Source: an optimization exercise on an open RTL-to-GDS flow (aim: small area, a short achievable clock period and few clock cycles). Production flows keep margins and buffers that such runs may drop. Where RTL was checked, it was by simulation tests only, not by an equivalence proof against the original.

==> flow/design.v <==
module simple_cpu (
    input clk,
    input rst_n,
    input instr_valid,
    input [15:0] instr,
    output instr_ready,
    input [7:0] mem_rdata,
    input mem_ready,
    output reg mem_req,
    output reg mem_we,
    output [7:0] mem_addr,
    output [7:0] mem_wdata,
    output reg done,
    output reg [3:0] flags   
);
  reg [7:0] regfile[0:7];
  reg x_alu;   
  reg x_fix;   
  reg [2:0] x_rd;
  reg [3:0] x_imm;
  reg c_add, c_sub, c_g, c_p, c_shl, c_shr;
  reg [7:0] opa;   
  reg [7:0] opb;   
  reg a_c4;   
  integer i;
  wire x_ld = mem_req & ~mem_we;
  wire mwait = mem_req & ~mem_ready;
  wire stall = x_fix | mwait;
  assign instr_ready = ~stall;
  wire accept = instr_valid & ~stall;
  assign mem_wdata = opa;
  assign mem_addr = {opb[7:4] + {3'b000, a_c4}, opb[3:0]};
  wire [7:0] bx = opb ^ {8{c_sub}};
  wire [7:0] p = opa ^ bx;
  wire [7:0] g = opa & bx;
  wire [7:0] g1, p1, g2, p2, g3, p3;
  genvar k;
  generate
    for (k = 0; k < 8; k = k + 1) begin : pfx
      if (k % 2 == 1) begin : l1a
        assign g1[k] = g[k] | (p[k] & g[k-1]);
        assign p1[k] = p[k] & p[k-1];
      end else begin : l1b
        assign g1[k] = g[k];
        assign p1[k] = p[k];
      end
      if (k % 4 >= 2) begin : l2a
        assign g2[k] = g1[k] | (p1[k] & g1[(k/4)*4+1]);
        assign p2[k] = p1[k] & p1[(k/4)*4+1];
      end else begin : l2b
        assign g2[k] = g1[k];
        assign p2[k] = p1[k];
      end
      if (k >= 4) begin : l3a
        assign g3[k] = g2[k] | (p2[k] & g2[3]);
        assign p3[k] = p2[k] & p2[3];
      end else begin : l3b
        assign g3[k] = g2[k];
        assign p3[k] = p2[k];
      end
    end
  endgenerate
  wire [7:0] cy = {g3[6:0] | (p3[6:0] & {7{c_sub}}), c_sub};
  wire [7:0] sum = p ^ cy;
  wire [2:0] rot = opb[2:0];
  wire [7:0] r1 = rot[0] ? {opa[6:0], opa[7]} : opa;
  wire [7:0] r2 = rot[1] ? {r1[5:0], r1[7:6]} : r1;
  wire [7:0] r3 = rot[2] ? {r2[3:0], r2[7:4]} : r2;
  reg [7:0] shmask;
  always @(*) begin
    for (i = 0; i < 8; i = i + 1)
      shmask[i] = (c_shl & (i >= rot)) | (c_shr & ((rot == 3'd0) | (i < rot)));
  end
  wire [7:0] alu_res = ({8{c_add}} & sum) | ({8{c_g}} & g) | ({8{c_p}} & p) |
                       (shmask & r3);
  wire [7:0] wr_val = alu_res | ({8{x_ld}} & mem_rdata);
  wire wr_en = x_alu | (x_ld & mem_ready);
  wire [3:0] i_op = instr[15:12];
  wire [2:0] i_rd = instr[11:9];
  wire [2:0] i_rs = instr[7:5];
  wire [3:0] i_imm = instr[3:0];
  wire i_alu = (i_op >= 4'h1) && (i_op <= 4'h8);
  wire i_mem = (i_op == 4'h9) || (i_op == 4'hA);
  wire i_immop = (i_op == 4'h6) || (i_op == 4'h7) || (i_op == 4'h8);
  wire [2:0] ra = i_rd;
  wire [2:0] rb = i_rs;
  wire [3:0] ri = i_imm;
  wire [7:0] ra_oh = 8'b1 << ra;
  wire [7:0] rb_oh = 8'b1 << rb;
  reg [7:0] rf_a, rf_b;
  always @(*) begin
    rf_a = 8'h00;
    rf_b = 8'h00;
    for (i = 0; i < 8; i = i + 1) begin
      rf_a = rf_a | ({8{ra_oh[i]}} & regfile[i]);
      rf_b = rf_b | ({8{rb_oh[i]}} & regfile[i]);
    end
  end
  wire [3:0] lp = rf_b[3:0] ^ ri;
  wire [3:0] lg = rf_b[3:0] & ri;
  wire lc1 = lg[0];
  wire lc2 = lg[1] | (lp[1] & lg[0]);
  wire lc3 = lg[2] | (lp[2] & lg[1]) | (lp[2] & lp[1] & lg[0]);
  wire lc4 = lg[3] | (lp[3] & lg[2]) | (lp[3] & lp[2] & lg[1]) | (lp[3] & lp[2] & lp[1] & lg[0]);
  wire [4:0] lo = {lc4, lp[3] ^ lc3, lp[2] ^ lc2, lp[1] ^ lc1, lp[0]};
  wire [4:0] lo_fix = {1'b0, opb[3:0]} + {1'b0, x_imm};
  wire fwd_a = wr_en && (x_rd == i_rd);
  wire hz_b = wr_en && (x_rd == i_rs);   
  wire fwd_b = hz_b && !i_immop;
  wire [2:0] i_rot = (i_op == 4'h8) ? 3'd0 - i_imm[2:0] : i_imm[2:0];
  wire [7:0] opb_rf = i_mem ? {rf_b[7:4], lo[3:0]} : (i_immop ? {4'h0, i_imm[3], i_rot} : rf_b);
  always @(posedge clk) begin
    c_add <= accept & ((i_op == 4'h1) || (i_op == 4'h2) || (i_op == 4'h6));
    c_sub <= accept & (i_op == 4'h2);
    c_g   <= accept & ((i_op == 4'h3) || (i_op == 4'h4));   
    c_p   <= accept & ((i_op == 4'h4) || (i_op == 4'h5));   
    c_shl <= accept & (i_op == 4'h7) & !i_imm[3];
    c_shr <= accept & (i_op == 4'h8) & !i_imm[3];
    opa <= ({8{stall}} & opa) | ({8{~stall & fwd_a}} & wr_val) | ({8{~stall & ~fwd_a}} & rf_a);
    opb <= ({8{mwait}} & opb) | ({8{x_fix}} & {opb[7:4], lo_fix[3:0]}) |
           ({8{~stall & fwd_b}} & wr_val) | ({8{~stall & ~fwd_b}} & opb_rf);
    a_c4 <= (mwait & a_c4) | (x_fix & lo_fix[4]) | (~stall & lo[4]);
    if (!stall) begin
      x_rd  <= i_rd;
      x_imm <= i_imm;
      mem_we <= (i_op == 4'hA);
    end
  end
  always @(posedge clk or negedge rst_n) begin
    if (!rst_n) begin
      x_alu <= 1'b0;
      x_fix <= 1'b0;
      mem_req <= 1'b0;
      done <= 1'b0;
      flags <= 4'b0;
      for (i = 0; i < 8; i = i + 1) regfile[i] <= 8'h0;
    end else begin
      x_alu <= accept & i_alu;
      if (x_fix) begin
        x_fix <= 1'b0;
        mem_req <= 1'b1;
      end else if (!mwait) begin
        x_fix <= accept & i_mem & hz_b;
        mem_req <= accept & i_mem & ~hz_b;
      end
      if (accept && i_op == 4'hF) done <= 1'b1;
      if (wr_en) regfile[x_rd] <= wr_val;
      if (x_alu) begin
        flags[3] <= (alu_res == 8'h0);
        flags[2] <= alu_res[7];
      end
    end
  end
endmodule
clock: 5.0 ns
lec_check: 0
abc_area: 1
cap_margin: 20
core_margin: 2
core_utilization: 40
setup_slack_margin: 2.4
slew_margin: 20
standard.sh (not shown) runs the stock make flow with config.mk's settings and CLKGATE_MAP_FILE= SYNTH_SCRIPT=/design/flow/synth_recipe.tcl, a recipe that flattens the netlist after the stock synthesis.
==> flow/flow/run.sh <==
#!/bin/bash
# Standard layout, with plain buf_1 cells as the port buffers and resizing not
# held to each cell's footprint.
set -euo pipefail
bash standard.sh "BUFFER_PORTS_ARGS=-buffer_cell sky130_fd_sc_hd__buf_1" MATCH_CELL_FOOTPRINT=0 finish > make_finish.log 2>&1
Testbench counts at the start, summed over its fixed seeds: cycles 4,970.
Next try:
--- a/flow/design.v
+++ b/flow/design.v
@@ -105,9 +105,14 @@
   wire [4:0] lo = {lc4, lp[3] ^ lc3, lp[2] ^ lc2, lp[1] ^ lc1, lp[0]};
   wire [4:0] lo_fix = {1'b0, opb[3:0]} + {1'b0, x_imm};
-  wire fwd_a = wr_en && (x_rd == i_rd);
-  wire hz_b = wr_en && (x_rd == i_rs);   
+  wire x_wr = x_alu | x_ld;
+  wire fwd_a = x_wr && (x_rd == i_rd);
+  wire hz_b = x_wr && (x_rd == i_rs);   
   wire fwd_b = hz_b && !i_immop;
   wire [2:0] i_rot = (i_op == 4'h8) ? 3'd0 - i_imm[2:0] : i_imm[2:0];
-  wire [7:0] opb_rf = i_mem ? {rf_b[7:4], lo[3:0]} : (i_immop ? {4'h0, i_imm[3], i_rot} : rf_b);
+  wire s_fwd = ~stall & fwd_b;
+  wire s_new = ~stall & ~fwd_b;
+  wire s_lo = s_new & i_mem;
+  wire s_imm = s_new & i_immop;
+  wire s_rf = s_new & ~i_mem & ~i_immop;
   always @(posedge clk) begin
     c_add <= accept & ((i_op == 4'h1) || (i_op == 4'h2) || (i_op == 4'h6));
@@ -119,9 +124,10 @@
     opa <= ({8{stall}} & opa) | ({8{~stall & fwd_a}} & wr_val) | ({8{~stall & ~fwd_a}} & rf_a);
     opb <= ({8{mwait}} & opb) | ({8{x_fix}} & {opb[7:4], lo_fix[3:0]}) |
-           ({8{~stall & fwd_b}} & wr_val) | ({8{~stall & ~fwd_b}} & opb_rf);
+           ({8{s_fwd}} & wr_val) | ({8{s_lo}} & {rf_b[7:4], lo[3:0]}) |
+           ({8{s_imm}} & {4'h0, i_imm[3], i_rot}) | ({8{s_rf}} & rf_b);
     a_c4 <= (mwait & a_c4) | (x_fix & lo_fix[4]) | (~stall & lo[4]);
+    x_imm <= i_imm;   
     if (!stall) begin
       x_rd  <= i_rd;
-      x_imm <= i_imm;
       mem_we <= (i_op == 4'hA);
     end
What happened: The changed run passed the timing, design-rule and antenna checks. Routed wire length grows by 1.2%. Global-route usage shrinks by 0.79 points. Core utilization shrinks by 0.19 points. Register-to-register slack loses 0.06 ns. Sequential share of layout area shrinks by 1.6 points. Setup slack loses 0.068 ns. Via count grows by 2.1%. Final area grows by 3.2%. Synthesized area grows by 3.3%. Synthesized cell count grows by 2.7%.
The RTL of the second run of this note was laid out without a check of its function.

-- what the ideal ports hide --
In the flow no input, the clock included, has a driving cell. The finished layouts below were timed again as built, in two steps. Step 1: set_driving_cell puts a clkbuf_16 on clk and a buf_2 on each other input, an assumption about the parent block. Step 2 adds t to the input delays and takes it off the output delays; t is the mean of the earliest and latest rising clock arrival at the registers after step 1. Input paths then give back, and output paths get back, about the clock's delay inside the block. Slacks: ideal ports / drivers / drivers and shift; pairs: ideal ports / drivers.
run | t, ns | setup WS [ns] | latest minus earliest clock arrival (ns)
the first run | 0.401 | 2.463 / 2.432 / 2.053 | 0.010 / 0.010
the second run | 0.392 | 2.395 / 2.367 / 1.975 | 0.008 / 0.008
After both steps setup and hold are still met in every run listed. For the second run, which loses most, drivers alone change the setup slack by -0.028 ns; drivers and shift together by -0.420 ns.
